Source: an optimization exercise on an open RTL-to-GDS flow (aim: small area and a short achievable clock period). Production flows keep margins and buffers that such runs may drop. The RTL was checked by simulation tests, not by an equivalence proof against the original design. In runs 1 to 5 the design's own scripts or RTL, not TritonCTS, make the clock network. The clock input has no modelled driver; a real chip could not lean on it and would need a root buffer or a full tree. Power figures rest on the tool's default switching activity, not on a simulated workload.

[flow/run.sh]
#!/bin/bash
# Standard ORFS layout with: the smallest buffer cell for the port buffers
# (buffer_ports otherwise picks a clock delay buffer), a one-level clock tree of
# four clock buffers fed by the clock port (flow/clock_tree.tcl, run at the end
# of the CTS step), and a setup repair there aimed at FLOW_REPAIR_MARGIN.
set -euo pipefail
F=$(cd "$(dirname "$0")" && pwd)
export FLOW_REPAIR_MARGIN=${FLOW_REPAIR_MARGIN:-2.05}
export FLOW_REPAIR_ARGS=${FLOW_REPAIR_ARGS:-}
CTS="-sink_clustering_enable -dont_use_dummy_load -buf_list sky130_fd_sc_hd__clkbuf_16"
bash standard.sh BUFFER_PORTS_ARGS="-buffer_cell sky130_fd_sc_hd__buf_1" CTS_ARGS="$CTS" \
  POST_CTS_TCL="$F/post_cts.tcl" finish > orfs_make.log 2>&1
[flow/clock_tree.tcl]
# Replaces the clock tree that CTS built with a single level of clock buffers:
# the clock port drives NLEAF buffers, each placed at the middle of a balanced
# geometric cluster of the registers and driving that cluster's clock pins.
proc my_clock_tree { nleaf master } {
  set block [ord::get_db_block]
  set root [$block findNet aclk]
  set mbuf [[ord::get_db] findMaster $master]

  # Walk the old tree from the port: buffers and inverters, and the register clock pins.
  set sinks {}
  set old_insts {}
  set old_nets {}
  set todo [list $root]
  while { [llength $todo] } {
    set net [lindex $todo 0]
    set todo [lrange $todo 1 end]
    foreach it [$net getITerms] {
      if { ![$it isInputSignal] && [$it getIoType] ne "INPUT" } { continue }
      set inst [$it getInst]
      set m [$inst getMaster]
      if { [$m isSequential] } {
        lappend sinks $it
      } else {
        lappend old_insts $inst
        foreach o [$inst getITerms] {
          if { [$o isOutputSignal] && [$o getNet] ne "NULL" } {
            lappend old_nets [$o getNet]
            lappend todo [$o getNet]
          }
        }
      }
    }
  }
  puts "clock_tree: [llength $sinks] sinks, removing [llength $old_insts] old clock cells"
  foreach it $sinks { $it disconnect }
  foreach inst $old_insts { odb::dbInst_destroy $inst }
  foreach net $old_nets { odb::dbNet_destroy $net }

  # Balanced split into nleaf groups (nleaf a power of 2): alternately by x and by y.
  set pts {}
  foreach it $sinks {
    set box [[$it getInst] getBBox]
    lappend pts [list [expr {([$box xMin] + [$box xMax]) / 2}] [expr {([$box yMin] + [$box yMax]) / 2}] $it]
  }
  set groups [list $pts]
  set axis 0
  while { [llength $groups] < $nleaf } {
    set next {}
    foreach g $groups {
      set s [lsort -integer -index $axis $g]
      set h [expr {[llength $s] / 2}]
      lappend next [lrange $s 0 [expr {$h - 1}]] [lrange $s $h end]
    }
    set groups $next
    set axis [expr {1 - $axis}]
  }

  set i 0
  foreach g $groups {
    set sx 0; set sy 0
    foreach p $g { incr sx [lindex $p 0]; incr sy [lindex $p 1] }
    set cx [expr {$sx / [llength $g]}]
    set cy [expr {$sy / [llength $g]}]
    set buf [odb::dbInst_create $block $mbuf "clkbuf_leaf_${i}_aclk"]
    $buf setSourceType TIMING
    $buf setLocation $cx $cy
    $buf setPlacementStatus PLACED
    set net [odb::dbNet_create $block "clknet_leaf_${i}_aclk"]
    $net setSigType CLOCK
    foreach it [$buf getITerms] {
      if { [$it isInputSignal] } { $it connect $root }
      if { [$it isOutputSignal] } { $it connect $net }
    }
    foreach p $g { [lindex $p 2] connect $net }
    puts "clock_tree: leaf $i at ($cx, $cy) drives [llength $g] sinks"
    incr i
  }
}
[flow/post_cts.tcl]
# Run at the end of ORFS's CTS step (POST_CTS_TCL), before the step saves its results.
source [file join [file dirname [info script]] clock_tree.tcl]
my_clock_tree 4 sky130_fd_sc_hd__clkbuf_16
detailed_placement
estimate_parasitics -placement
if { [info exists ::env(FLOW_REPAIR_MARGIN)] } {
  repair_timing -setup -setup_margin $::env(FLOW_REPAIR_MARGIN) {*}$::env(FLOW_REPAIR_ARGS) -verbose
  detailed_placement
  estimate_parasitics -placement
}
report_clock_latency
report_checks -format end -group_path_count 5
[standard.sh]
#!/bin/bash
# synth_recipe.tcl (not shown) runs the flow's synth.tcl, then flattens the netlist and writes it again
# the make line also repeats each setting of config.mk as NAME=value (left out here)
make -C /OpenROAD-flow-scripts/flow DESIGN_CONFIG=/design/flow/config.mk WORK_HOME=/design/flow/orfs CLKGATE_MAP_FILE= SYNTH_SCRIPT=/design/flow/synth_recipe.tcl "${@:-finish}"
[config.mk]
export PLATFORM = sky130hd
export DESIGN_NAME = axis_dwidth_upsizer
export DESIGN_NICKNAME = axis_dwidth_upsizer
export VERILOG_FILES = /design/flow/design.v
export SDC_FILE = /design/flow/constraint.sdc
export NUM_CORES = 4
export LEC_CHECK = 0
export CAP_MARGIN = 20
export CORE_MARGIN = 2
export CORE_UTILIZATION = 60
export CTS_BUF_LIST = sky130_fd_sc_hd__clkbuf_8
export SLEW_MARGIN = 20
[constraint.sdc]
create_clock -name core_clock -period 3.5 [get_ports {aclk}]
set_input_delay 0.7000 -clock core_clock [delete_from_list [all_inputs] [get_ports {aclk}]]
set_output_delay 0.7000 -clock core_clock [all_outputs]
set_load 0.01 [all_outputs]
[design.v]
module axis_dwidth_upsizer #(
  parameter WIDTH      = 32,  
  parameter NUM_REG    =  4  
)(
    input  logic aclk,
    input  logic aresetn,
    input  logic s_axis_tvalid,
    output logic s_axis_tready,
    input  logic [WIDTH-1:0] s_axis_tdata,
    input  logic s_axis_tlast,
    output logic m_axis_tvalid,
    input  logic m_axis_tready,
    output logic [WIDTH*NUM_REG-1:0] m_axis_tdata,
    output logic m_axis_tlast
);
  logic [NUM_REG*WIDTH-1:0] s_reg;
  logic [NUM_REG-1:0] pos;    
  logic       full;           
  logic       vld;            
  logic       rdy;            
  logic       tl;             
  wire acc   = ~(full | vld);
  wire zero  = tl & ~pos[0];
  wire shift = acc & (s_axis_tvalid | zero);     
  wire [WIDTH-1:0] din = s_axis_tdata & {WIDTH{~zero}};
  genvar k;
  generate
    for (k = 0; k < NUM_REG; k = k + 1) begin : g_slot
      always @(posedge aclk) begin
        if (pos[k])
          s_reg[(NUM_REG-k)*WIDTH-1 -: WIDTH] <= din;
      end
    end
  endgenerate
  logic [NUM_REG-1:0] pos_n;
  logic full_n, vld_n, tl_n;
  always @* begin
    pos_n  = shift ? {pos[NUM_REG-2:0], 1'b0} : pos;
    pos_n[0] = pos_n[0] | (vld & m_axis_tready);
    full_n = pos[NUM_REG-1] & shift;
    vld_n  = full | (vld & ~m_axis_tready);
    tl_n   = (acc & s_axis_tlast) | (tl & ~(vld & m_axis_tready));
  end
  always @(posedge aclk) begin
    if (aresetn == 0) begin
      pos  <= 1;
      full <= 0;
      vld  <= 0;
      rdy  <= 1;
      tl   <= 0;
    end else begin
      pos  <= pos_n;
      full <= full_n;
      vld  <= vld_n;
      rdy  <= ~vld_n;
      tl   <= tl_n;
    end
  end
  assign s_axis_tready = rdy;
  assign m_axis_tvalid = vld;
  assign m_axis_tdata  = s_reg;
  assign m_axis_tlast  = tl;
endmodule
==> flow_summary_export.csv, run 1 <==
group,metric,value,unit
outcome,status,"complete, no violations",
route,ant_nets,0,
die,die_h,89.3,um
yosys,synth_top_cell_by_area,"edfxtp_1",
finish,layout_common_cells,"buf_1, edfxtp_1, and2_1",
yosys,syn_area_per_cell,22.5,um2
power_and_ir_drop,leakagePower,1.70,nW
placement,dp_slack,1890,ps
placement,place.gp.congestion,0.734,
die,die_area,7970,um2
finish,drive_above_1_share,4.10,%
power_and_ir_drop,power_frac_seq,71.8,%
yosys,synthesis.area,4360,um2
finish,largest_reg_flops,128,
finish,diodes,0,
grt,grt_util_all_layers,19.9,%
die,rows,31,
die,start_util,61.1,%
grt,grt_pass1_vias,2066,
power_and_ir_drop,power_frac_clock,21.0,%
grt,grt_pass1_wl,11.3,mm
job,drv_cap,0,
sta,maxSlewHeadroom,64.9,%
power_and_ir_drop,combPwrFrac,7.2,%
worst_hold_path,worstHoldPathCells,1,
sta,finalHoldViolCount,0,
sta,period_share,41.2,%
clock_tree,clkSlewWorstSetupHoldPaths,110,ps
yosys,ys_warn_count,1,
worst_setup_path,reg2reg_slack,2110,ps
sta,tns,0,ps
grt,gr-total-overflow,0,
grt,grt_max_degree,36,
worst_setup_path,crit_buf_inv,1,
worst_setup_path,critPathLaunchType,"flop",
finish,mostFrequentLayoutCell,"buf_1",
route,wl_per_cell,17.2,um
worst_hold_path,hold_start,"vld$_SDFF_PN0_",
yosys,syn_nets,231,
worst_setup_path,path_max_fanout,7,
clock_tree,insertion_delay,170,ps
finish,final_core_util,73.5,%
finish,area_growth_syn_to_layout,20.3,%
sta,maxSlewViolCount,0,
die,core_area,7140,um2
worst_setup_path,cp.depth,1,
power_and_ir_drop,p_sw,0.526,mW
yosys,postSynthCellCount,194,
yosys,yosysSeqAreaShare,91.8,%
finish,fin_cells,465,
worst_setup_path,cp_data_required_time,2800,ps
worst_setup_path,worstSetupPathType,"flop to primary output",
worst_setup_path,crit_chain,"buf_1",
yosys,synth_seq_cells,136,
worst_setup_path,worstReg2RegStart,"pos[0]$_SDFF_PN1_",
yosys,synth_top_area_share,88.1,%
yosys,synth.distinct_cells,18,
worst_setup_path,endpoint_kind,"primary output",
die,die_width,89.3,um
worst_setup_path,r2r-end,"pos[0]$_SDFF_PN1_",
worst_hold_path,min_to,"pos[0]$_SDFF_PN1_",
power_and_ir_drop,power.total,2.69,mW
power_and_ir_drop,power.switching_fraction,19.6,%
route,avgViaCountPerCell,4.85,
route,drtIter0Drc,142,
route,dr.pass1.iters,4,
power_and_ir_drop,powerDensity,512,nW/um2
route,drc,0,
route,vias,2253,
finish,final_nets,405,
grt,antenna_found_initial,0,
worst_setup_path,arrival,740,ps
sta,fmax,694,MHz
sta,setup_viol_count_final,0,
sta,setup_slack,2060,ps
yosys,synthTopCellsByArea,"edfxtp_1, and2_1, dfxtp_1",
worst_hold_path,hold_path_class,"flop to flop",
sta,worst_slew_pin_slew,526,ps
sta,period_minus_slack,1440,ps
placement,hpwl,5.10,mm
worst_setup_path,ff2ff_path_depth,3,
worst_setup_path,crit_family,"flip-flops",
placement,portBuffers,167,
worst_setup_path,cp_slowest_cell,"dfxtp_2",
route,routed_wl,8.02,mm
clock_tree,numClockSinks,136,
power_and_ir_drop,p_int,2.16,mW
power_and_ir_drop,peakVddDrop,0.287,mV
sta,rsz0062_at_grt,"no",
placement,placedCellCount,460,
sta,finClkSkew,8.00,ps
die,io_pins,168,
worst_setup_path,cp_slowest_stage_delay,400,ps
## cell usage after synthesis (all sizes together)
cell	instances
nor2b	2
dfxtp	8
or2b	1
a211o	1
nand2b	1
nand2	3
nor2	2
clkbuf	3
nor3b	1
o21ai	2
mux2i	2
and2	32
a221o	1
o31ai	1
inv	3
a21oi	2
edfxtp	128
o21bai	1
## cell type report, without the clock buffers
| type | instances | area [um2] |
|---|---|---|
| timing repair buffer | 170 | 651 |
| inverter | 3 | 11.3 |
| fill | 455 | 1890 |
| tap | 99 | 124 |
| multi-input combinational | 53 | 343 |
| sequential | 136 | 4020 |
## power groups by stage
| stage | sequential, mW | combinational [mW] | clock [mW] |
|---|---|---|---|
| after floorplan | 2.02 | 0.0434 | 0 |
| after global placement | 1.97 | 0.191 | 0 |
| after detailed placement | 1.97 | 0.193 | 0 |
| after global routing | 1.94 | 0.216 | 0.625 |
| final | 1.93 | 0.194 | 0.565 |
## routing by layer
layer | wire, um | up-vias | part of all wire [%] | track usage, %
met5 | 0 | - | 0 | 0
met1 | 3260 | 1055 | 41 | 26.6
met4 | 142 | 0 | 1.8 | 4.88
met2 | 3910 | 114 | 49 | 32.3
li1 | - | 1072 | - | -
met3 | 698 | 12 | 8.7 | 6.83
## stage by stage
| step | hold WS (ps) | area (um2) |
|---|---|---|
| 2_1_floorplan | 524 | 4360 |
| 3_3_place_gp | 603 | 5120 |
| 3_5_place_dp | 585 | 5120 |
| 5_1_grt | 615 | 5240 |
| 6_report | 578 | 5240 |
## how the worst max path moves through the flow
stage | start | endpoint | slack, ps
2_1_floorplan | pos[0]$_SDFF_PN1_ | s_reg[0]$_DFFE_PP_ | 1650
3_3_place_gp | pos[3]$_SDFFE_PN0P_ | pos[3]$_SDFFE_PN0P_ | 1890
3_5_place_dp | s_axis_tvalid | pos[0]$_SDFF_PN1_ | 1890
5_1_grt | vld$_SDFF_PN0_ | m_axis_tvalid | 2020
6_report | vld$_SDFF_PN0_ | m_axis_tvalid | 2060
## cells by family (layout without fill, tap and decap cells)
logic type,Yosys count,count (layout),synth area share [%]
simple gates,42,43,5.97
buf+inv,6,177,0.516
compound gates,8,8,1.23
flops,136,136,91.8
mux,2,2,0.459
==> run 2: changes to the inputs <==
--- a/design.v
+++ b/design.v
@@ -22,5 +22,4 @@
   wire acc   = ~(full | vld);
   wire zero  = tl & ~pos[0];
-  wire shift = acc & (s_axis_tvalid | zero);     
   wire [WIDTH-1:0] din = s_axis_tdata & {WIDTH{~zero}};
   genvar k;
@@ -33,10 +32,13 @@
     end
   endgenerate
+  wire step = s_axis_tvalid | tl;
   logic [NUM_REG-1:0] pos_n;
   logic full_n, vld_n, tl_n;
   always @* begin
-    pos_n  = shift ? {pos[NUM_REG-2:0], 1'b0} : pos;
-    pos_n[0] = pos_n[0] | (vld & m_axis_tready);
-    full_n = pos[NUM_REG-1] & shift;
+    pos_n[0] = (pos[0] & ~s_axis_tvalid) | (vld & m_axis_tready);
+    pos_n[1] = (pos[1] & ~step) | (pos[0] & s_axis_tvalid);
+    for (int i = 2; i < NUM_REG; i++)
+      pos_n[i] = (pos[i] & ~step) | (pos[i-1] & step);
+    full_n = pos[NUM_REG-1] & step;
     vld_n  = full | (vld & ~m_axis_tready);
     tl_n   = (acc & s_axis_tlast) | (tl & ~(vld & m_axis_tready));
--- a/flow/run.sh
+++ b/flow/run.sh
@@ -6,5 +6,5 @@
 set -euo pipefail
 F=$(cd "$(dirname "$0")" && pwd)
-export FLOW_REPAIR_MARGIN=${FLOW_REPAIR_MARGIN:-2.05}
+export FLOW_REPAIR_MARGIN=${FLOW_REPAIR_MARGIN:-2.1}
 export FLOW_REPAIR_ARGS=${FLOW_REPAIR_ARGS:-}
 CTS="-sink_clustering_enable -dont_use_dummy_load -buf_list sky130_fd_sc_hd__clkbuf_16"
--- a/flow/post_cts.tcl
+++ b/flow/post_cts.tcl
@@ -1,5 +1,7 @@
 # Run at the end of ORFS's CTS step (POST_CTS_TCL), before the step saves its results.
 source [file join [file dirname [info script]] clock_tree.tcl]
-my_clock_tree 4 sky130_fd_sc_hd__clkbuf_16
+set clk_master sky130_fd_sc_hd__buf_16
+if { [info exists ::env(FLOW_CLK_MASTER)] } { set clk_master $::env(FLOW_CLK_MASTER) }
+my_clock_tree 4 $clk_master
 detailed_placement
 estimate_parasitics -placement
==> flow_summary_export.csv, run 2 <==
group,metric,value,unit
worst_setup_path,crit_family,"flip-flops",
finish,area_growth_syn_to_layout,20.3,%
route,wl_per_cell,17.7,um
die,die_width,89.2,um
clock_tree,insertion_delay,140,ps
worst_setup_path,r2r-end,"s_reg[67]$_DFFE_PP_",
sta,period_minus_slack,1410,ps
grt,grt_max_degree,35,
yosys,synthesis.area,4350,um2
route,avgViaCountPerCell,4.98,
yosys,synth.distinct_cells,18,
worst_setup_path,cp_slowest_cell,"edfxtp_1",
yosys,synth_edf_count,128,
route,vias,2295,
power_and_ir_drop,power.total,2.71,mW
die,rows,31,
yosys,ys.flop_type,"edfxtp_1",
sta,finalHoldViolCount,0,
finish,multi_input_area,327,um2
finish,drive_above_1_share,4.42,%
worst_setup_path,crit_buf_inv,1,
sta,holdWs,529,ps
finish,layout_common_cells,"buf_1, edfxtp_1, and2_1",
placement,dp_slack,1950,ps
worst_setup_path,arrival,710,ps
route,drtIter0Drc,162,
clock_tree,clkSlewWorstSetupHoldPaths,110,ps
die,die_h,89.2,um
sta,setup_viol_count_final,0,
yosys,synth_seq_cells,136,
yosys,syn_area_per_cell,22.9,um2
power_and_ir_drop,leakagePower,1.68,nW
power_and_ir_drop,powerDensity,517,nW/um2
placement,placedCellCount,457,
sta,period_share,40.1,%
finish,final_nets,401,
yosys,synth.most_common_cell,"edfxtp_1",
sta,rsz0062_at_grt,"no",
finish,seq_area,4010,um2
finish,fin_cells,461,
sta,fmax,712,MHz
route,routed_wl,8.14,mm
placement,hpwl,5.41,mm
worst_setup_path,critPathCapture,"m_axis_tdata[122]",
yosys,postSynthCellCount,190,
grt,grt_util_all_layers,20.1,%
sta,setup_slack,2090,ps
grt,grt_pass1_wl,11.5,mm
yosys,synth_top_area_share,88.3,%
grt,antenna_found_initial,0,
yosys,syn_nets,227,
die,io_pins,168,
die,die_area,7950,um2
clock_tree,numClockSinks,136,
sta,tns,0,ps
worst_setup_path,path_max_fanout,1,
finish,diodes,0,
worst_setup_path,ff2ff_path_depth,1,
worst_setup_path,worstReg2RegStart,"pos[1]$_SDFF_PN0_",
yosys,synthArstFlopShare,0,%
yosys,yosysSeqAreaShare,92.0,%
job,drv_cap,0,
worst_setup_path,cp_slowest_stage_delay,410,ps
outcome,status,"complete, no violations",
sta,worst_slew_pin_slew,508,ps
worst_setup_path,reg2reg_slack,2230,ps
finish,largest_reg_flops,128,
grt,grt_pass1_vias,2180,
yosys,ys_warn_count,1,
worst_setup_path,crit_chain,"buf_1",
sta,maxSlewHeadroom,66.1,%
die,core_area,7140,um2
yosys,synthTopCellsByArea,"edfxtp_1, and2_1, dfxtp_1",
placement,portBuffers,167,
worst_setup_path,worstSetupPathType,"flop to primary output",
grt,gr-total-overflow,0,
sta,finClkSkew,4.80,ps
worst_setup_path,critPathLaunchType,"flop",
route,ant_nets,0,
sta,maxSlewViolCount,0,
finish,fill_cells,453,
worst_hold_path,hold_path_class,"flop to flop",
route,dr.pass1.iters,4,
route,drc,0,
yosys,synth_top_cell_by_area,"edfxtp_1",
worst_setup_path,startpoint,"s_reg[122]$_DFFE_PP_",
placement,place.gp.congestion,0.785,
yosys,ys_top_cells_by_count,"edfxtp_1, and2_1, dfxtp_1",
worst_setup_path,endpoint_kind,"primary output",
finish,mostFrequentLayoutCell,"buf_1",
die,start_util,61.0,%
power_and_ir_drop,peakVddDrop,0.354,mV
worst_setup_path,cp_data_required_time,2800,ps
worst_setup_path,cp.depth,1,
[run 2: cell count changes after synthesis, moves of 2 or more]
cell / previous run / this run
clkbuf_1: 3 / 0
clkbuf_2: 0 / 3
inv_1: 3 / 0
a21oi_1: 2 / 0
[run 2: cell type report, without the clock buffers]
| class | count | share of cell area, % |
|---|---|---|
| multi-input combinational | 50 | 6.24 |
| sequential | 136 | 76.6 |
| timing repair buffer | 172 | 12.7 |
| tap | 99 | 2.37 |
[run 2: power by group]
group          total [mW]  internal (mW)  switching, mW
sequential           1.91           1.88         0.0303
combinational       0.186         0.0574          0.129
clock               0.613          0.261          0.352
total                2.71           2.19          0.511
[run 2: stage by stage]
step	utilization (%)	cell area, um2
after floorplan	-	4350
after global placement	71.7	5120
after detailed placement	71.7	5120
after global routing	73.4	5240
final	73.4	5240
[run 2: cell families after synthesis]
group	share of synthesized area (%)
buf+inv	0.517
flops	92.0
compound gates	0.690
simple gates	6.35
mux	0.460
[run 2: how the worst min path moves through the flow]
stage,startpoint,endpoint,slack [ps],cells after the start
finish,full$_SDFF_PN0_,rdy$_SDFF_PN1_,530,1
global route,full$_SDFF_PN0_,rdy$_SDFF_PN1_,560,1
detailed placement,full$_SDFF_PN0_,rdy$_SDFF_PN1_,510,1
global placement,full$_SDFF_PN0_,rdy$_SDFF_PN1_,520,1
floorplan,full$_SDFF_PN0_,rdy$_SDFF_PN1_,450,1
[run 2: routing by layer]
layer	track usage (%)	share of wire (%)	vias up
li1	-	-	1065
met1	25.0	40	1114
met2	34.3	50	110
met3	6.83	7.9	6
met4	5.29	1.3	0
met5	0	0	-
==> run 3: changes to the inputs <==
--- a/design.v
+++ b/design.v
@@ -1,2 +1,11 @@
+module axis_upsizer_slot_bit (
+    input  logic d,
+    input  logic w,
+    input  logic q,
+    input  logic h,
+    output logic y
+);
+  assign y = (d & w) | (q & h);
+endmodule
 module axis_dwidth_upsizer #(
   parameter WIDTH      = 32,  
@@ -23,13 +32,18 @@
   wire zero  = tl & ~pos[0];
   wire [WIDTH-1:0] din = s_axis_tdata & {WIDTH{~zero}};
-  genvar k;
+  logic [NUM_REG*WIDTH-1:0] s_next;
+  genvar k, b;
   generate
     for (k = 0; k < NUM_REG; k = k + 1) begin : g_slot
-      always @(posedge aclk) begin
-        if (pos[k])
-          s_reg[(NUM_REG-k)*WIDTH-1 -: WIDTH] <= din;
+      wire hold = ~pos[k];
+      for (b = 0; b < WIDTH; b = b + 1) begin : g_bit
+        axis_upsizer_slot_bit u_bit (
+          .d(din[b]), .w(pos[k]), .q(s_reg[(NUM_REG-1-k)*WIDTH+b]), .h(hold),
+          .y(s_next[(NUM_REG-1-k)*WIDTH+b]));
       end
     end
   endgenerate
+  always @(posedge aclk)
+    s_reg <= s_next;
   wire step = s_axis_tvalid | tl;
   logic [NUM_REG-1:0] pos_n;
@@ -38,7 +52,7 @@
     pos_n[0] = (pos[0] & ~s_axis_tvalid) | (vld & m_axis_tready);
     pos_n[1] = (pos[1] & ~step) | (pos[0] & s_axis_tvalid);
-    for (int i = 2; i < NUM_REG; i++)
-      pos_n[i] = (pos[i] & ~step) | (pos[i-1] & step);
-    full_n = pos[NUM_REG-1] & step;
+    pos_n[2] = (pos[2] & ~step) | (pos[1] & step);
+    pos_n[3] = (pos[3] & ~step) | (pos[2] & step);
+    full_n = pos[3] & step;
     vld_n  = full | (vld & ~m_axis_tready);
     tl_n   = (acc & s_axis_tlast) | (tl & ~(vld & m_axis_tready));
==> flow/run.sh (replaced) <==
#!/bin/bash
# Standard ORFS layout with:
# - the smallest buffer cell for the port buffers (buffer_ports otherwise picks
#   a clock delay buffer);
# - every pin placed by flow/io_pins.tcl, a data bit's pins together, and each
#   bit's cells moved next to its pins before detailed placement
#   (flow/bit_place.tcl);
# - a one-level clock tree of four buffers fed by the clock port
#   (flow/clock_tree.tcl), then a setup repair aimed at FLOW_REPAIR_MARGIN, a
#   downsizing of cells with slack to spare, and a second repair, all at the end
#   of the CTS step (flow/post_cts.tcl).
# ORFS's own output goes to orfs_make.log; each tool's log stays in orfs/logs/.
set -euo pipefail
F=$(cd "$(dirname "$0")" && pwd)
export FLOW_REPAIR_MARGIN=${FLOW_REPAIR_MARGIN:-2.12}
export FLOW_RECOVER=${FLOW_RECOVER:-100}
export FLOW_REPAIR_ARGS=${FLOW_REPAIR_ARGS:-}
CTS="-sink_clustering_enable -dont_use_dummy_load -buf_list sky130_fd_sc_hd__clkbuf_16"
bash standard.sh BUFFER_PORTS_ARGS="-buffer_cell sky130_fd_sc_hd__buf_1" CTS_ARGS="$CTS" \
  PRE_IO_PLACEMENT_TCL="$F/io_pins.tcl" PRE_DETAIL_PLACE_TCL="$F/bit_place.tcl" POST_CTS_TCL="$F/post_cts.tcl" finish > orfs_make.log 2>&1
==> flow/bit_place.tcl (new file) <==
# Run before ORFS's detailed placement (PRE_DETAIL_PLACE_TCL): moves each data
# bit's cells next to its pins (flow/io_pins.tcl puts a bit's pins together):
# the port buffers by the pin, each output's register and the gate that feeds
# it behind its buffer, the input's gate behind the input buffer. Detailed
# placement then makes the placement legal.
proc my_net_driver { net } {
  foreach it [$net getITerms] {
    if { [$it isOutputSignal] } { return [$it getInst] }
  }
  return "NULL"
}
proc my_net_loads { net } {
  set r {}
  foreach it [$net getITerms] {
    if { [$it isInputSignal] } { lappend r [$it getInst] }
  }
  return $r
}
proc my_inst_pin_net { inst pin } {
  foreach it [$inst getITerms] {
    if { [[$it getMTerm] getName] eq $pin } { return [$it getNet] }
  }
  return "NULL"
}
proc my_put { inst px py nx ny depth } {
  if { $inst eq "NULL" } { return }
  if { [$inst isFixed] } { return }
  set m [$inst getMaster]
  set w [$m getWidth]
  set h [$m getHeight]
  # Centre the cell on the point depth inside the pin, along the inward normal.
  set x [expr {int($px + $nx * $depth - $w / 2)}]
  set y [expr {int($py + $ny * $depth - $h / 2)}]
  $inst setLocation $x $y
  $inst setPlacementStatus PLACED
}
proc my_bit_place { } {
  set block [ord::get_db_block]
  set dbu [$block getDbUnitsPerMicron]
  set die [$block getDieArea]
  set W [$die xMax]
  set H [$die yMax]
  set um [expr {double($dbu)}]
  foreach bt [$block getBTerms] {
    set name [$bt getName]
    if { ![string match "*_tdata*" $name] } { continue }
    set bb [$bt getBBox]
    set px [expr {([$bb xMin] + [$bb xMax]) / 2}]
    set py [expr {([$bb yMin] + [$bb yMax]) / 2}]
    if { $py <= [expr {$um}] } { set nx 0; set ny 1
    } elseif { $py >= $H - $um } { set nx 0; set ny -1
    } elseif { $px <= [expr {$um}] } { set nx 1; set ny 0
    } else { set nx -1; set ny 0 }
    set net [$bt getNet]
    if { [string match "m_axis_tdata*" $name] } {
      set buf [my_net_driver $net]
      if { $buf eq "NULL" } { continue }
      my_put $buf $px $py $nx $ny [expr {4 * $um}]
      set reg [my_net_driver [my_inst_pin_net $buf A]]
      if { $reg eq "NULL" } { continue }
      my_put $reg $px $py $nx $ny [expr {8 * $um}]
      set dnet [my_inst_pin_net $reg D]
      if { $dnet ne "NULL" } {
        my_put [my_net_driver $dnet] $px $py $nx $ny [expr {12 * $um}]
      }
    } else {
      foreach buf [my_net_loads $net] {
        my_put $buf $px $py $nx $ny [expr {4 * $um}]
        set onet [my_inst_pin_net $buf X]
        if { $onet eq "NULL" } { continue }
        foreach g [my_net_loads $onet] {
          my_put $g $px $py $nx $ny [expr {14 * $um}]
        }
      }
    }
  }
}
my_bit_place
==> flow/io_pins.tcl (new file) <==
# Run before ORFS's pin placement (PRE_IO_PLACEMENT_TCL): places every pin along
# the die edge in a fixed order, so that each data bit's pins sit together: for
# bit b the four output bits that can hold input bit b (one per slot) with
# s_axis_tdata[b] in their middle, and the control pins together.
proc my_place_pins { } {
  set block [ord::get_db_block]
  set die [$block getDieArea]
  set W [$die xMax]
  set H [$die yMax]
  set n 4
  set w 32
  set seq {}
  for { set b 0 } { $b < $w } { incr b } {
    if { $b == $w / 2 } {
      lappend seq s_axis_tvalid s_axis_tready s_axis_tlast aresetn aclk m_axis_tvalid m_axis_tready m_axis_tlast
    }
    lappend seq "m_axis_tdata\[[expr {3 * $w + $b}]\]" "m_axis_tdata\[[expr {2 * $w + $b}]\]" \
      "s_axis_tdata\[$b\]" "m_axis_tdata\[[expr {$w + $b}]\]" "m_axis_tdata\[$b\]"
  }
  set npins [llength $seq]
  # Walk the edge counterclockwise from the bottom left corner, keeping clear of corners.
  set corner 3000
  set eh [expr {$W - 2 * $corner}]
  set ev [expr {$H - 2 * $corner}]
  set perim [expr {2 * ($eh + $ev)}]
  set step [expr {double($perim) / $npins}]
  set i 0
  foreach name $seq {
    set d [expr {($i + 0.5) * $step}]
    if { $d < $eh } {
      set x [expr {$corner + $d}]; set y 0; set layer $::env(IO_PLACER_V); set size {0.14 0.485}
    } elseif { $d < $eh + $ev } {
      set x $W; set y [expr {$corner + $d - $eh}]; set layer $::env(IO_PLACER_H); set size {0.8 0.3}
    } elseif { $d < 2 * $eh + $ev } {
      set x [expr {$W - $corner - ($d - $eh - $ev)}]; set y $H; set layer $::env(IO_PLACER_V); set size {0.14 0.485}
    } else {
      set x 0; set y [expr {$H - $corner - ($d - 2 * $eh - $ev)}]; set layer $::env(IO_PLACER_H); set size {0.8 0.3}
    }
    set dbu [$block getDbUnitsPerMicron]
    place_pin -pin_name $name -layer $layer -location [list [expr {double($x) / $dbu}] [expr {double($y) / $dbu}]] \
      -pin_size $size -force_to_die_boundary
    incr i
  }
}
my_place_pins
--- a/flow/post_cts.tcl
+++ b/flow/post_cts.tcl
@@ -8,4 +8,8 @@
 if { [info exists ::env(FLOW_REPAIR_MARGIN)] } {
   repair_timing -setup -setup_margin $::env(FLOW_REPAIR_MARGIN) {*}$::env(FLOW_REPAIR_ARGS) -verbose
+  if { [info exists ::env(FLOW_RECOVER)] } {
+    repair_timing -recover_power $::env(FLOW_RECOVER) -setup_margin $::env(FLOW_REPAIR_MARGIN) -verbose
+    repair_timing -setup -setup_margin $::env(FLOW_REPAIR_MARGIN) {*}$::env(FLOW_REPAIR_ARGS) -verbose
+  }
   detailed_placement
   estimate_parasitics -placement
--- a/config.mk
+++ b/config.mk
@@ -8,5 +8,6 @@
 export CAP_MARGIN = 20
 export CORE_MARGIN = 2
-export CORE_UTILIZATION = 60
-export CTS_BUF_LIST = sky130_fd_sc_hd__clkbuf_8
+export CORE_UTILIZATION = 40
 export SLEW_MARGIN = 20
+export SYNTH_HIERARCHICAL = 1
+export SYNTH_MINIMUM_KEEP_SIZE = 0
==> flow_summary_export.csv, run 3 <==
group,metric,value,unit
route,vias,3571,
sta,maxSlewHeadroom,65.6,%
worst_setup_path,ff2ff_path_depth,3,
sta,rsz0062_at_grt,"no",
clock_tree,numClockSinks,136,
yosys,synth.most_common_cell,"dfxtp_1",
grt,grt_pass1_vias,3358,
worst_hold_path,hold_path_class,"flop to flop",
finish,diodes,0,
route,wl_per_cell,18.9,um
outcome,status,"complete, no violations",
finish,final_core_util,50.3,%
placement,place.gp.congestion,0.728,
power_and_ir_drop,peakVddDrop,0.412,mV
route,routed_wl,12.0,mm
yosys,ys_warn_count,7,
power_and_ir_drop,powerDensity,696,nW/um2
yosys,synth_edf_count,0,
route,avgViaCountPerCell,5.61,
yosys,synth_seq_cells,136,
yosys,postSynthCellCount,322,
sta,finClkSkew,4.66,ps
sta,finalHoldViolCount,0,
placement,dp_slack,1670,ps
yosys,synth_top_area_share,63.5,%
worst_setup_path,arrival,1440,ps
sta,period_minus_slack,1390,ps
finish,drive_above_1_share,8.18,%
worst_setup_path,cp_data_required_time,3550,ps
route,dr.pass1.iters,5,
finish,largest_reg_flops,128,
sta,setup_viol_count_final,0,
worst_hold_path,worstHoldPathCells,1,
sta,maxSlewViolCount,0,
grt,antenna_found_initial,0,
die,rows,37,
finish,fill_cells,955,
yosys,synth.distinct_cells,19,
yosys,synthesis.area,4290,um2
yosys,synthTopCellsByArea,"dfxtp_1, a22o_1, and2_4",
route,drtIter0Drc,270,
route,drc,0,
placement,hpwl,7.36,mm
worst_setup_path,endpoint_kind,"flop",
die,die_width,108,um
die,die_area,11600,um2
yosys,ys.flop_type,"dfxtp_1",
job,drv_cap,0,
yosys,ys_top_cells_by_count,"dfxtp_1, a22o_1, and2_4",
sta,worst_slew_pin_slew,515,ps
yosys,synth_top_cell_by_area,"dfxtp_1",
clock_tree,clkSlewWorstSetupHoldPaths,120,ps
yosys,syn_area_per_cell,13.3,um2
yosys,yosysSeqAreaShare,63.5,%
finish,final_nets,540,
finish,mostFrequentLayoutCell,"buf_1",
finish,layout_common_cells,"buf_1, dfxtp_1, a22o_1",
grt,grt_pass1_wl,18.2,mm
finish,area_growth_syn_to_layout,21.6,%
yosys,synthArstFlopShare,0,%
worst_setup_path,path_max_fanout,19,
yosys,syn_nets,359,
sta,fmax,721,MHz
die,start_util,41.4,%
grt,gr-total-overflow,0,
grt,grt_util_all_layers,20.4,%
grt,grt_max_degree,35,
clock_tree,insertion_delay,150,ps
die,die_h,108,um
sta,tns,0,ps
sta,period_share,39.6,%
sta,setup_slack,2110,ps
power_and_ir_drop,leakagePower,2.16,nW
placement,portBuffers,167,
worst_setup_path,worstSetupPathType,"flop to flop",
worst_setup_path,critPathLaunchType,"flop",
die,io_pins,0,
die,core_area,10400,um2
route,ant_nets,0,
==> run 3: changes by cell type in the layout (fill, tap and decap cells not counted), moves of 4 or more <==
cell / before / now
buf_4: 5 / 9
inv_1: 0 / 4
edfxtp_1: 128 / 0
clkbuf_2: 0 / 14
and2_1: 32 / 0
a22o_1: 0 / 128
dfxtp_1: 3 / 128
buf_1: 167 / 151
and2_0: 0 / 32
==> run 3: where the power goes <==
group / switching [mW] / total [mW] / internal (mW)
registers: 0.211 / 2.11 / 1.90
clock network: 0.367 / 0.627 / 0.260
logic: 0.483 / 0.889 / 0.406
total: 1.06 / 3.63 / 2.57
==> run 3: metal layers <==
layer	routed length (um)	share of wire (%)	track usage, %
met5	0	0	0
met4	347	2.9	6.87
met3	1180	9.8	5.69
met2	5490	46	32.1
met1	5010	42	26.9
==> run 3: cell type report, without the clock buffers <==
class                   instances  area [um2]  area share [%]
multi-input cells             179        1460            28.0
inverters                       5        22.5           0.432
flip-flops and latches        136        2740            52.5
repair buffers                177         719            13.8
well taps                     136         170            3.26
==> run 3: through the flow <==
stage | cell area (um2) | std cells | total power, mW | hold slack [ps]
6_report | 5220 | 637 | 3.63 | 484
3_3_place_gp | 5100 | 629 | 3.02 | 453
2_1_floorplan | 4290 | 322 | 2.64 | 486
5_1_grt | 5220 | 637 | 3.80 | 509
3_5_place_dp | 5100 | 629 | 3.02 | 458
==> run 3: worst paths after layout <==
| kind | to | slack [ps] | startpoint |
|---|---|---|---|
| hold reg to reg | s_reg[86]$_DFF_P_ | 480 | s_reg[86]$_DFF_P_ |
| hold / removal | s_reg[86]$_DFF_P_ | 480 | s_reg[86]$_DFF_P_ |
| setup / recovery | s_reg[61]$_DFF_P_ | 2110 | pos[0]$_SDFF_PN1_ |
| setup reg to reg | s_reg[61]$_DFF_P_ | 2110 | pos[0]$_SDFF_PN1_ |
==> run 3: modules after synthesis, one instance, submodules excluded <==
module | flops+latches | cells
axis_dwidth_upsizer | 136 | 194
axis_upsizer_slot_bit | 0 | 1
==> run 3: kinds of logic after synthesis <==
group,Yosys count,share of synthesized area (%)
mux,2,0.467
buf+inv,9,1.49
simple gates,42,7.58
flops,136,63.5
compound gates,133,27.0
==> run 3: worst max-delay path, cell delays in order, from the launching register on <==
cell      delay [ps]
dfxtp_4          450
nand2b_2         310
and2_0           270
a22o_1           260
==> run 4: changes to the inputs <==
--- a/design.v
+++ b/design.v
@@ -1,10 +1,9 @@
 module axis_upsizer_slot_bit (
-    input  logic d,
-    input  logic w,
+    input  logic dn,
     input  logic q,
     input  logic h,
     output logic y
 );
-  assign y = (d & w) | (q & h);
+  assign y = (~dn & ~h) | (q & h);
 endmodule
 module axis_dwidth_upsizer #(
@@ -29,15 +28,15 @@
   logic       rdy;            
   logic       tl;             
+  logic       zero_n;         
+  logic [NUM_REG-1:0] hold;   
   wire acc   = ~(full | vld);
-  wire zero  = tl & ~pos[0];
-  wire [WIDTH-1:0] din = s_axis_tdata & {WIDTH{~zero}};
+  wire [WIDTH-1:0] din_n = ~(s_axis_tdata & {WIDTH{zero_n}});
   logic [NUM_REG*WIDTH-1:0] s_next;
   genvar k, b;
   generate
     for (k = 0; k < NUM_REG; k = k + 1) begin : g_slot
-      wire hold = ~pos[k];
       for (b = 0; b < WIDTH; b = b + 1) begin : g_bit
         axis_upsizer_slot_bit u_bit (
-          .d(din[b]), .w(pos[k]), .q(s_reg[(NUM_REG-1-k)*WIDTH+b]), .h(hold),
+          .dn(din_n[b]), .q(s_reg[(NUM_REG-1-k)*WIDTH+b]), .h(hold[k]),
           .y(s_next[(NUM_REG-1-k)*WIDTH+b]));
       end
@@ -65,4 +64,6 @@
       rdy  <= 1;
       tl   <= 0;
+      zero_n <= 1;
+      hold <= ~1;
     end else begin
       pos  <= pos_n;
@@ -71,4 +72,6 @@
       rdy  <= ~vld_n;
       tl   <= tl_n;
+      zero_n <= ~(tl_n & ~pos_n[0]);
+      hold <= ~pos_n;
     end
   end
--- a/flow/clock_tree.tcl
+++ b/flow/clock_tree.tcl
@@ -45,4 +45,18 @@
   set groups [list $pts]
   set axis 0
+  if { [info exists ::env(FLOW_CLK_SPLIT)] && $::env(FLOW_CLK_SPLIT) eq "edge" && $nleaf == 4 } {
+    # One group per die edge: each register goes with the edge nearest to it.
+    set die [$block getDieArea]
+    set W [$die xMax]
+    set H [$die yMax]
+    set groups [list {} {} {} {}]
+    foreach p $pts {
+      set x [lindex $p 0]
+      set y [lindex $p 1]
+      set d [list $y [expr {$W - $x}] [expr {$H - $y}] $x]
+      set e [lsearch -exact $d [tcl::mathfunc::min {*}$d]]
+      lset groups $e [concat [lindex $groups $e] [list $p]]
+    }
+  }
   while { [llength $groups] < $nleaf } {
     set next {}
==> flow_summary_export.csv, run 4 <==
group,metric,value,unit
sta,holdWs,466,ps
die,start_util,41.4,%
worst_setup_path,crit_family,"flip-flops",
sta,rsz0062_at_grt,"no",
clock_tree,clkSlewWorstSetupHoldPaths,120,ps
sta,maxSlewViolCount,0,
sta,period_share,40.0,%
clock_tree,insertion_delay,150,ps
worst_setup_path,path_max_fanout,2,
finish,drive_above_1_share,5.55,%
worst_setup_path,crit_buf_inv,1,
grt,grt_util_all_layers,18.3,%
yosys,synth_top_family_by_area,"compound AO/OA/AOI/OAI gates",
route,dr.pass1.iters,5,
finish,mostFrequentLayoutCell,"nand2_1",
finish,final_nets,670,
sta,finClkSkew,5.46,ps
grt,grt_pass1_wl,16.7,mm
yosys,synthTopCellsByArea,"dfxtp_1, o21ai_1, nand2_1",
worst_setup_path,cp_slowest_cell,"dfxtp_1",
route,ant_nets,0,
worst_setup_path,critPathLaunchType,"flop",
yosys,syn_area_per_cell,9.32,um2
finish,largest_reg_flops,128,
sta,setup_viol_count_final,0,
sta,maxSlewHeadroom,60.8,%
yosys,yosysSeqAreaShare,66.1,%
die,die_width,107,um
finish,final_core_util,50.7,%
die,die_h,107,um
finish,area_growth_syn_to_layout,22.6,%
worst_setup_path,cp_slowest_stage_delay,380,ps
yosys,synthAdderAreaFrac,0,%
sta,worst_slew_pin_slew,588,ps
worst_setup_path,endpoint_kind,"primary output",
yosys,synth_top_cell_by_area,"dfxtp_1",
sta,period_minus_slack,1400,ps
power_and_ir_drop,peakVddDrop,0.405,mV
route,vias,3814,
die,core_area,10300,um2
yosys,synth-simple-area-share,15.8,%
yosys,ys_top_cells_by_count,"nand2_1, dfxtp_1, o21ai_1",
placement,hpwl,7.29,mm
sta,tns,0,ps
die,rows,37,
finish,fin_area,5230,um2
clock_tree,numClockSinks,141,
placement,place.gp.congestion,0.759,
yosys,synth_seq_cells,141,
worst_hold_path,hold_path_class,"flop to flop",
finish,layout_common_cells,"nand2_1, buf_1, dfxtp_1",
worst_setup_path,cp_data_required_time,2800,ps
route,drtIter0Drc,188,
power_and_ir_drop,leakagePower,2.16,nW
route,avgViaCountPerCell,4.97,
worst_setup_path,arrival,700,ps
route,routed_wl,10.7,mm
placement,portBuffers,167,
placement,dpl_cell_area,5080,um2
yosys,ys_warn_count,7,
yosys,synth_compound_area_share,17.3,%
grt,antenna_found_initial,0,
worst_setup_path,crit_chain,"buf_1",
yosys,ys.flop_type,"dfxtp_1",
yosys,syn_nets,495,
yosys,postSynthCellCount,458,
yosys,synthesis.area,4270,um2
yosys,synth.distinct_cells,17,
job,drv_cap,0,
yosys,synth-xor-area-share,0,%
outcome,status,"complete, no violations",
die,io_pins,0,
sta,finalHoldViolCount,0,
yosys,synth_top_area_share,66.1,%
yosys,synth.most_common_cell,"nand2_1",
grt,gr-total-overflow,0,
yosys,synthArstFlopShare,0,%
die,die_area,11500,um2
yosys,synth_edf_count,0,
finish,diodes,0,
power_and_ir_drop,powerDensity,703,nW/um2
grt,grt_max_degree,59,
route,wl_per_cell,13.9,um
route,drc,0,
yosys,yosys-mux-area-fraction,0,%
worst_setup_path,worstSetupPathType,"flop to primary output",
grt,grt_pass1_vias,3511,
sta,fmax,715,MHz
==> run 4: metal layers <==
metal  up-vias  track usage [%]  part of all wire (%)
met3        14             2.91                   6.5
met5         -                0                     0
met2       156             32.7                    50
met4         0             6.22                   1.7
met1      1760             22.2                    42
li1       1884                -                     -
==> run 4: layout make-up, without the clock buffers <==
type                       count  area [um2]
fill                         961        5090
sequential                   141        2840
multi-input combinational    312        1410
timing repair buffer         174         698
tap                          136         170
==> run 4: cell families (layout without fill, tap and decap cells) <==
kind of cell	count (synthesis)	in the layout
compound gates	142	142
buf+inv	5	178
simple gates	170	170
flops	141	141
==> run 4: worst paths after layout <==
check	start	end	slack, ps	depth (start not counted)
min reg2reg	s_reg[45]$_DFF_P_	s_reg[45]$_DFF_P_	470	2
min	s_reg[45]$_DFF_P_	s_reg[45]$_DFF_P_	470	2
max	s_reg[127]$_DFF_P_	m_axis_tdata[127]	2100	1
max reg2reg	hold[3]$_SDFF_PN1_	s_reg[31]$_DFF_P_	2200	3
==> run 4: report_power, final <==
part | total [mW] | leakage (nW) | internal, mW | switching, mW
sequential | 2.23 | 1.18 | 1.99 | 0.244
clock | 0.639 | 0.0507 | 0.261 | 0.379
combinational | 0.807 | 0.926 | 0.292 | 0.515
total | 3.68 | 2.16 | 2.54 | 1.14
==> run 4: per-stage QoR <==
stage	power (mW)	std cells	worst slack (ps)
2_1_floorplan	2.69	458	1900
3_3_place_gp	3.07	761	1960
3_5_place_dp	3.11	761	1880
5_1_grt	3.90	767	2070
6_report	3.68	767	2100
==> run 4: worst min-delay path, delay by kind of cell, from the launching register on <==
kind	cells	cell delay, ps
AND/OR/NAND/NOR	1	50
AO/OA/AOI/OAI	1	50
flip-flops	1	340
==> run 4: per-module statistics from Yosys, one instance, submodules excluded <==
module	cells	area (um2)	flops+latches	times used
axis_upsizer_slot_bit	2	8.76	0	128
axis_dwidth_upsizer	202	3150	141	1
==> run 5: changes to the inputs <==
--- a/design.v
+++ b/design.v
@@ -23,5 +23,4 @@
 );
   logic [NUM_REG*WIDTH-1:0] s_reg;
-  logic [NUM_REG-1:0] pos;    
   logic       full;           
   logic       vld;            
@@ -30,4 +29,5 @@
   logic       zero_n;         
   logic [NUM_REG-1:0] hold;   
+  wire  [NUM_REG-1:0] pos = ~hold;   
   wire acc   = ~(full | vld);
   wire [WIDTH-1:0] din_n = ~(s_axis_tdata & {WIDTH{zero_n}});
@@ -59,5 +59,4 @@
   always @(posedge aclk) begin
     if (aresetn == 0) begin
-      pos  <= 1;
       full <= 0;
       vld  <= 0;
@@ -67,5 +66,4 @@
       hold <= ~1;
     end else begin
-      pos  <= pos_n;
       full <= full_n;
       vld  <= vld_n;
==> flow_summary_export.csv, run 5 <==
group,metric,value,unit
sta,setup_viol_count_final,0,
route,dr_wl_met3,600,um
yosys,synthTopCellsByArea,"dfxtp_1, o21ai_1, nand2_1",
worst_setup_path,crit_family,"flip-flops",
power_and_ir_drop,combPwrFrac,19.1,%
yosys,synthesis.area,4110,um2
worst_setup_path,ff2ff_path_depth,3,
sta,period_minus_slack,1400,ps
grt,grt_max_degree,67,
grt,grt_util_all_layers,18.0,%
worst_setup_path,cp_slowest_stage_delay,390,ps
power_and_ir_drop,power.total,3.40,mW
route,vias,3710,
route,drtIter0Drc,147,
sta,period_share,39.9,%
yosys,synth_seq_cells,137,
power_and_ir_drop,power.switching_fraction,30.2,%
clock_tree,numClockSinks,137,
finish,final_core_util,49.8,%
route,highest_layer,"met4",
placement,place.gp.congestion,0.722,
placement,hpwl,6.94,mm
yosys,ys.flop_type,"dfxtp_1",
power_and_ir_drop,power_frac_clock,18.6,%
route,routed_wl,10.1,mm
finish,area_growth_syn_to_layout,22.7,%
power_and_ir_drop,peakVddDrop,0.420,mV
worst_setup_path,worstReg2RegStart,"zero_n$_SDFF_PN1_",
yosys,synth-simple-area-share,16.1,%
yosys,ys_warn_count,7,
power_and_ir_drop,leakagePower,2.02,nW
worst_setup_path,critPathLaunchType,"flop",
grt,gr-total-overflow,0,
worst_setup_path,endpoint_kind,"primary output",
yosys,synth_top_family_by_area,"compound AO/OA/AOI/OAI gates",
yosys,synth_compound_area_share,16.8,%
worst_hold_path,hold_start,"s_reg[17]$_DFF_P_",
clock_tree,clkSlewWorstSetupHoldPaths,120,ps
worst_setup_path,reg2reg_slack,2130,ps
sta,maxSlewViolCount,0,
sta,finalHoldViolCount,0,
die,core_area,10100,um2
worst_setup_path,crit_chain,"buf_1",
worst_hold_path,hold_path_class,"flop to flop",
sta,rsz0062_at_grt,"no",
worst_setup_path,arrival,700,ps
outcome,status,"complete, no violations",
yosys,syn_nets,486,
power_and_ir_drop,power_frac_seq,62.3,%
finish,largest_reg_flops,128,
worst_setup_path,cp_slowest_cell,"dfxtp_1",
yosys,yosysSeqAreaShare,66.7,%
yosys,synthAdderAreaFrac,0,%
yosys,syn_area_per_cell,9.16,um2
yosys,synth.most_common_cell,"nand2_1",
yosys,synth.distinct_cells,16,
sta,tns,0,ps
yosys,yosys-mux-area-fraction,0,%
sta,worst_slew_pin_slew,653,ps
grt,antenna_found_initial,0,
worst_setup_path,path_max_fanout,2,
worst_setup_path,cp_data_required_time,2800,ps
finish,final_nets,658,
sta,fmax,715,MHz
route,wl_met2,4.87,mm
yosys,postSynthCellCount,449,
die,io_pins,0,
worst_setup_path,cp.depth,1,
worst_setup_path,worstSetupPathType,"flop to primary output",
yosys,synth_edf_count,0,
grt,grt_pass1_vias,3451,
die,die_area,11100,um2
die,rows,37,
job,drv_cap,0,
clock_tree,insertion_delay,150,ps
route,dr.pass1.iters,4,
sta,maxSlewHeadroom,56.5,%
worst_setup_path,startpoint,"s_reg[95]$_DFF_P_",
yosys,synth-xor-area-share,0,%
worst_hold_path,worstHoldPathCells,2,
die,die_width,105,um
finish,drive_above_1_share,3.39,%
die,start_util,40.6,%
power_and_ir_drop,p_int,2.38,mW
finish,diodes,0,
yosys,ys_top_cells_by_count,"nand2_1, dfxtp_1, o21ai_1",
placement,portBuffers,167,
route,ant_nets,0,
route,drt-met1-wl,4.41,mm
grt,grt_pass1_wl,16.4,mm
finish,layout_common_cells,"nand2_1, buf_1, dfxtp_1",
route,drc,0,
route,avgViaCountPerCell,4.91,
yosys,synthArstFlopShare,0,%
yosys,synth_top_cell_by_area,"dfxtp_1",
placement,dp_slack,1880,ps
yosys,synth_top_area_share,66.7,%
finish,mostFrequentLayoutCell,"nand2_1",
placement,placedCellCount,750,
sta,finClkSkew,12.6,ps
worst_setup_path,crit_buf_inv,1,
finish,fin_cells,755,
sta,setup_slack,2100,ps
power_and_ir_drop,p_sw,1.03,mW
die,die_h,105,um
route,wl_per_cell,13.4,um
power_and_ir_drop,powerDensity,674,nW/um2
[run 5: routing by layer]
layer | vias up | track usage (%)
met1 | 1695 | 22.1
met2 | 157 | 31.2
met3 | 20 | 2.97
met4 | 0 | 7.62
met5 | - | 0
li1 | 1838 | -
[run 5: cell type report, without the clock buffers]
type	instances	area (um2)
flip-flops and latches	137	2770
multi-input cells	308	1350
repair buffers	169	648
fillers	954	5090
well taps	136	170
inverters	1	3.75
[run 5: path summary, 6_finish.rpt]
check | end
hold / removal | s_reg[17]$_DFF_P_
hold reg to reg | s_reg[17]$_DFF_P_
setup / recovery | m_axis_tdata[95]
setup reg to reg | s_reg[97]$_DFF_P_
[run 5: kinds of logic (layout without fill, tap and decap cells)]
family / Yosys count / after routing
AND/OR/NAND/NOR: 172 / 172
flip-flops: 137 / 137
AO/OA/AOI/OAI: 136 / 136
buffers and inverters: 4 / 174
[run 5: power by group through the flow]
stage	registers (mW)	clock network, mW	logic (mW)
finish	2.12	0.632	0.651
floorplan	2.25	0	0.244
global route	2.16	0.695	0.741
detailed placement	2.16	0	0.684
global placement	2.13	0	0.675
[run 5: per-stage QoR]
step                      hold slack, ps  cell area, um2
final                                461            5050
after global routing                 480            5050
after detailed placement             442            4910
after global placement               435            4910
after floorplan                      441            4110
[run 5: modules after synthesis (local to each module, per instance)]
module                 flip-flops and latches  cell area, um2  copies in the design  cells inside
axis_dwidth_upsizer                       137            2990                     1           193
axis_upsizer_slot_bit                       0            8.76                   128             2
==> run 6: changes to the inputs <==
--- a/flow/run.sh
+++ b/flow/run.sh
@@ -6,6 +6,6 @@
 #   bit's cells moved next to its pins before detailed placement
 #   (flow/bit_place.tcl);
-# - a one-level clock tree of four buffers fed by the clock port
-#   (flow/clock_tree.tcl), then a setup repair aimed at FLOW_REPAIR_MARGIN, a
+# - a two-level clock tree of inverters, four fed by the clock port and eight
+#   driving the registers (flow/clock_tree.tcl), then a setup repair aimed at FLOW_REPAIR_MARGIN, a
 #   downsizing of cells with slack to spare, and a second repair, all at the end
 #   of the CTS step (flow/post_cts.tcl).
--- a/flow/clock_tree.tcl
+++ b/flow/clock_tree.tcl
@@ -91,2 +91,99 @@
   }
 }
+
+# Two-level version: the clock port drives NROOT cells (ROOT_MASTER), each
+# driving NLEAF / NROOT leaf cells (LEAF_MASTER) that drive the registers. With
+# inverters at both levels the registers see the clock's own polarity.
+proc my_clock_tree2 { nroot nleaf root_master leaf_master } {
+  set block [ord::get_db_block]
+  set root [$block findNet aclk]
+  set mroot [[ord::get_db] findMaster $root_master]
+  set mleaf [[ord::get_db] findMaster $leaf_master]
+
+  set sinks {}
+  set old_insts {}
+  set old_nets {}
+  set todo [list $root]
+  while { [llength $todo] } {
+    set net [lindex $todo 0]
+    set todo [lrange $todo 1 end]
+    foreach it [$net getITerms] {
+      if { ![$it isInputSignal] && [$it getIoType] ne "INPUT" } { continue }
+      set inst [$it getInst]
+      if { [[$inst getMaster] isSequential] } {
+        lappend sinks $it
+      } else {
+        lappend old_insts $inst
+        foreach o [$inst getITerms] {
+          if { [$o isOutputSignal] && [$o getNet] ne "NULL" } {
+            lappend old_nets [$o getNet]
+            lappend todo [$o getNet]
+          }
+        }
+      }
+    }
+  }
+  puts "clock_tree: [llength $sinks] sinks, removing [llength $old_insts] old clock cells"
+  foreach it $sinks { $it disconnect }
+  foreach inst $old_insts { odb::dbInst_destroy $inst }
+  foreach net $old_nets { odb::dbNet_destroy $net }
+
+  # Balanced split into nleaf groups, alternately by x and by y; groups 2i and
+  # 2i+1 (and so on up) come from the same parent, so they lie side by side.
+  set pts {}
+  foreach it $sinks {
+    set box [[$it getInst] getBBox]
+    lappend pts [list [expr {([$box xMin] + [$box xMax]) / 2}] [expr {([$box yMin] + [$box yMax]) / 2}] $it]
+  }
+  set groups [list $pts]
+  set axis 0
+  while { [llength $groups] < $nleaf } {
+    set next {}
+    foreach g $groups {
+      set s [lsort -integer -index $axis $g]
+      set h [expr {[llength $s] / 2}]
+      lappend next [lrange $s 0 [expr {$h - 1}]] [lrange $s $h end]
+    }
+    set groups $next
+    set axis [expr {1 - $axis}]
+  }
+
+  set per [expr {$nleaf / $nroot}]
+  for { set r 0 } { $r < $nroot } { incr r } {
+    set mine [lrange $groups [expr {$r * $per}] [expr {($r + 1) * $per - 1}]]
+    set rnet [odb::dbNet_create $block "clknet_root_${r}_aclk"]
+    $rnet setSigType CLOCK
+    set lx {}; set ly {}
+    foreach g $mine {
+      set i [expr {$r * $per + [lsearch -exact $mine $g]}]
+      set sx 0; set sy 0
+      foreach p $g { incr sx [lindex $p 0]; incr sy [lindex $p 1] }
+      set cx [expr {$sx / [llength $g]}]
+      set cy [expr {$sy / [llength $g]}]
+      lappend lx $cx; lappend ly $cy
+      set buf [odb::dbInst_create $block $mleaf "clkbuf_leaf_${i}_aclk"]
+      $buf setSourceType TIMING
+      $buf setLocation $cx $cy
+      $buf setPlacementStatus PLACED
+      set net [odb::dbNet_create $block "clknet_leaf_${i}_aclk"]
+      $net setSigType CLOCK
+      foreach it [$buf getITerms] {
+        if { [$it isInputSignal] } { $it connect $rnet }
+        if { [$it isOutputSignal] } { $it connect $net }
+      }
+      foreach p $g { [lindex $p 2] connect $net }
+      puts "clock_tree: leaf $i at ($cx, $cy) drives [llength $g] sinks"
+    }
+    set rx [expr {int([tcl::mathop::+ {*}$lx] / [llength $lx])}]
+    set ry [expr {int([tcl::mathop::+ {*}$ly] / [llength $ly])}]
+    set rb [odb::dbInst_create $block $mroot "clkbuf_root_${r}_aclk"]
+    $rb setSourceType TIMING
+    $rb setLocation $rx $ry
+    $rb setPlacementStatus PLACED
+    foreach it [$rb getITerms] {
+      if { [$it isInputSignal] } { $it connect $root }
+      if { [$it isOutputSignal] } { $it connect $rnet }
+    }
+    puts "clock_tree: root $r at ($rx, $ry)"
+  }
+}
--- a/flow/post_cts.tcl
+++ b/flow/post_cts.tcl
@@ -1,7 +1,13 @@
 # Run at the end of ORFS's CTS step (POST_CTS_TCL), before the step saves its results.
 source [file join [file dirname [info script]] clock_tree.tcl]
-set clk_master sky130_fd_sc_hd__buf_16
-if { [info exists ::env(FLOW_CLK_MASTER)] } { set clk_master $::env(FLOW_CLK_MASTER) }
-my_clock_tree 4 $clk_master
+# The clock port drives four inverters, each driving two inverters that drive
+# an eighth of the registers.
+set clk_cells {sky130_fd_sc_hd__inv_8 sky130_fd_sc_hd__inv_12}
+if { [info exists ::env(FLOW_CLK_TWO)] } { set clk_cells $::env(FLOW_CLK_TWO) }
+if { [info exists ::env(FLOW_CLK_MASTER)] } {
+  my_clock_tree 4 $::env(FLOW_CLK_MASTER)
+} else {
+  my_clock_tree2 4 8 {*}$clk_cells
+}
 detailed_placement
 estimate_parasitics -placement
==> flow_summary_export.csv, run 6 <==
group,metric,value,unit
worst_setup_path,critPathLaunchType,"flop",
power_and_ir_drop,power_frac_seq,60.3,%
route,drc,0,
sta,finalHoldViolCount,0,
die,die_h,105,um
sta,maxSlewViolCount,0,
sta,maxSlewHeadroom,56.7,%
sta,holdWs,449,ps
yosys,synthesis.area,4110,um2
power_and_ir_drop,combPwrFrac,18.3,%
yosys,ys_top_cells_by_count,"nand2_1, dfxtp_1, o21ai_1",
worst_setup_path,crit_buf_inv,1,
grt,grt_pass1_vias,3564,
clock_tree,insertion_delay,110,ps
worst_hold_path,worstHoldPathCells,2,
worst_setup_path,worstSetupPathType,"flop to primary output",
worst_setup_path,cp_data_required_time,2800,ps
yosys,synth_top_cell_by_area,"dfxtp_1",
yosys,synthTopCellsByArea,"dfxtp_1, o21ai_1, nand2_1",
sta,worst_slew_pin_slew,650,ps
placement,portBuffers,167,
finish,fin_area,5100,um2
power_and_ir_drop,power.switching_fraction,35.0,%
sta,setup_slack,2140,ps
power_and_ir_drop,powerDensity,692,nW/um2
route,dr.pass1.iters,5,
die,die_width,105,um
yosys,postSynthCellCount,449,
finish,area_growth_syn_to_layout,23.9,%
yosys,synth_edf_count,0,
worst_setup_path,arrival,660,ps
power_and_ir_drop,power_frac_clock,21.4,%
sta,finClkSkew,3.13,ps
power_and_ir_drop,power.total,3.53,mW
yosys,yosysSeqAreaShare,66.7,%
worst_setup_path,cp.depth,1,
route,ant_nets,0,
grt,grt_pass1_wl,16.6,mm
finish,final_nets,665,
yosys,ys.flop_type,"dfxtp_1",
placement,hpwl,6.94,mm
die,io_pins,0,
yosys,synth.distinct_cells,16,
finish,drive_above_1_share,3.51,%
finish,fin_cells,762,
worst_setup_path,startpoint,"tl$_SDFF_PN0_",
worst_setup_path,path_max_fanout,6,
yosys,synth_seq_cells,137,
worst_hold_path,hold_path_class,"flop to flop",
grt,grt_util_all_layers,18.3,%
sta,period_minus_slack,1360,ps
yosys,synthArstFlopShare,0,%
grt,grt_max_degree,67,
sta,rsz0062_at_grt,"no",
finish,largest_reg_flops,128,
sta,setup_viol_count_final,0,
worst_setup_path,cp_slowest_stage_delay,390,ps
finish,final_core_util,50.3,%
outcome,status,"complete, no violations",
yosys,syn_area_per_cell,9.16,um2
yosys,syn_nets,486,
clock_tree,clkSlewWorstSetupHoldPaths,60,ps
route,wl_per_cell,13.3,um
yosys,synth_top_area_share,66.7,%
worst_setup_path,crit_chain,"clkbuf_2",
yosys,ys_warn_count,7,
sta,tns,0,ps
route,routed_wl,10.2,mm
worst_setup_path,r2r-end,"s_reg[64]$_DFF_P_",
placement,dp_slack,1880,ps
power_and_ir_drop,p_int,2.29,mW
sta,fmax,734,MHz
die,core_area,10100,um2
worst_setup_path,endpoint_kind,"primary output",
worst_setup_path,ff2ff_path_depth,3,
power_and_ir_drop,peakVddDrop,0.457,mV
sta,period_share,38.9,%
worst_setup_path,critPathCapture,"m_axis_tlast",
die,rows,37,
yosys,synth.most_common_cell,"nand2_1",
worst_setup_path,worstReg2RegStart,"zero_n$_SDFF_PN1_",
route,vias,3762,
placement,placedCellCount,750,
grt,antenna_found_initial,0,
placement,dpl_cell_area,4910,um2
finish,layout_common_cells,"buf_1, nand2_1, dfxtp_1",
worst_setup_path,cp_slowest_cell,"dfxtp_2",
clock_tree,numClockSinks,137,
finish,diodes,0,
power_and_ir_drop,p_sw,1.24,mW
die,die_area,11100,um2
route,avgViaCountPerCell,4.94,
placement,place.gp.congestion,0.722,
job,drv_cap,0,
die,start_util,40.6,%
grt,gr-total-overflow,0,
power_and_ir_drop,leakagePower,2.04,nW
finish,mostFrequentLayoutCell,"buf_1",
route,drtIter0Drc,152,
worst_setup_path,crit_family,"flip-flops",
worst_setup_path,reg2reg_slack,2220,ps
run 6: cell count changes in the layout (fill, tap and decap cells not counted), sizes merged:
cell | previous run | this run
inv | 1 | 13
clkbuf | 10 | 3
buf | 163 | 165
run 6: power groups by stage:
stage | Combinational [mW] | Clock, mW | Sequential [mW]
final | 0.647 | 0.755 | 2.13
after global routing | 0.738 | 0.837 | 2.16
after detailed placement | 0.684 | 0 | 2.16
after global placement | 0.675 | 0 | 2.13
after floorplan | 0.244 | 0 | 2.25
run 6: worst min path at each step:
stage          slack, ps         startpoint                 to
2_1_floorplan        440    full$_SDFF_PN0_     rdy$_SDFF_PN1_
6_report             450  s_reg[17]$_DFF_P_  s_reg[17]$_DFF_P_
3_5_place_dp         440  s_reg[12]$_DFF_P_  s_reg[12]$_DFF_P_
5_1_grt              470  s_reg[11]$_DFF_P_  s_reg[11]$_DFF_P_
3_3_place_gp         440  s_reg[44]$_DFF_P_  s_reg[44]$_DFF_P_
run 6: logic make-up after synthesis:
family | after synthesis | share of synthesized area, %
AND/OR/NAND/NOR | 172 | 16.1
buffers and inverters | 4 | 0.456
AO/OA/AOI/OAI | 136 | 16.8
flip-flops | 137 | 66.7
run 6: final cells by class:
class	instances	area (um2)
fill	946	5040
sequential	137	2760
multi-input combinational	308	1350
timing repair buffer	168	636
clock inverter	12	175
tap	136	170
inverter	1	3.75
run 6: layer usage:
| metal | part of all wire (%) | global-route usage [%] |
|---|---|---|
| met4 | 2.6 | 8.48 |
| met5 | 0 | 0 |
| met1 | 42 | 21.9 |
| met2 | 49 | 31.4 |
| met3 | 6.8 | 3.83 |
run 6: per-module statistics from Yosys, one instance, submodules excluded:
module / cell area [um2] / times used / flops+latches / cells
axis_dwidth_upsizer: 2990 / 1 / 137 / 193
axis_upsizer_slot_bit: 8.76 / 128 / 0 / 2

static timing again, ports no longer ideal:
How much do the figures lean on ideal ports? The routed layouts below were timed once more, with nothing changed but the port constraints.
Step 1: set_driving_cell puts a clkbuf_16 on aclk and a buf_2 on each other input, an assumption about the parent block.
Step 2 moves the port delays by t, midway between the first and last clock arrival at a register: inputs arrive t later, outputs are due t later. That takes back most of the time a late clock gives input paths.
a / b / c = ideal ports / drivers / drivers and shift; a / b = the first two.
| run | shift t [ns] | setup slack, ns | hold WS [ns] | clock arrival spread, ns |
|---|---|---|---|---|
| run 1 | 0.243 | 2.058 / 1.984 / 1.887 | 0.578 / 0.578 / 0.578 | 0.008 / 0.008 |
| run 2 | 0.241 | 2.095 / 1.996 / 1.996 | 0.529 / 0.529 / 0.529 | 0.006 / 0.007 |
| run 3 | 0.252 | 2.112 / 2.014 / 1.980 | 0.484 / 0.484 / 0.484 | 0.008 / 0.007 |
| run 4 | 0.251 | 2.101 / 2.000 / 2.039 | 0.466 / 0.466 / 0.466 | 0.007 / 0.007 |
| run 5 | 0.252 | 2.102 / 1.998 / 2.050 | 0.461 / 0.461 / 0.461 | 0.015 / 0.015 |
| run 6 | 0.240 | 2.138 / 2.006 / 2.044 | 0.449 / 0.449 / 0.449 | 0.006 / 0.006 |
After both steps setup and hold are still met in every run listed. For run 1, which loses most, drivers alone change the setup slack by -0.074 ns; drivers and shift together by -0.171 ns.
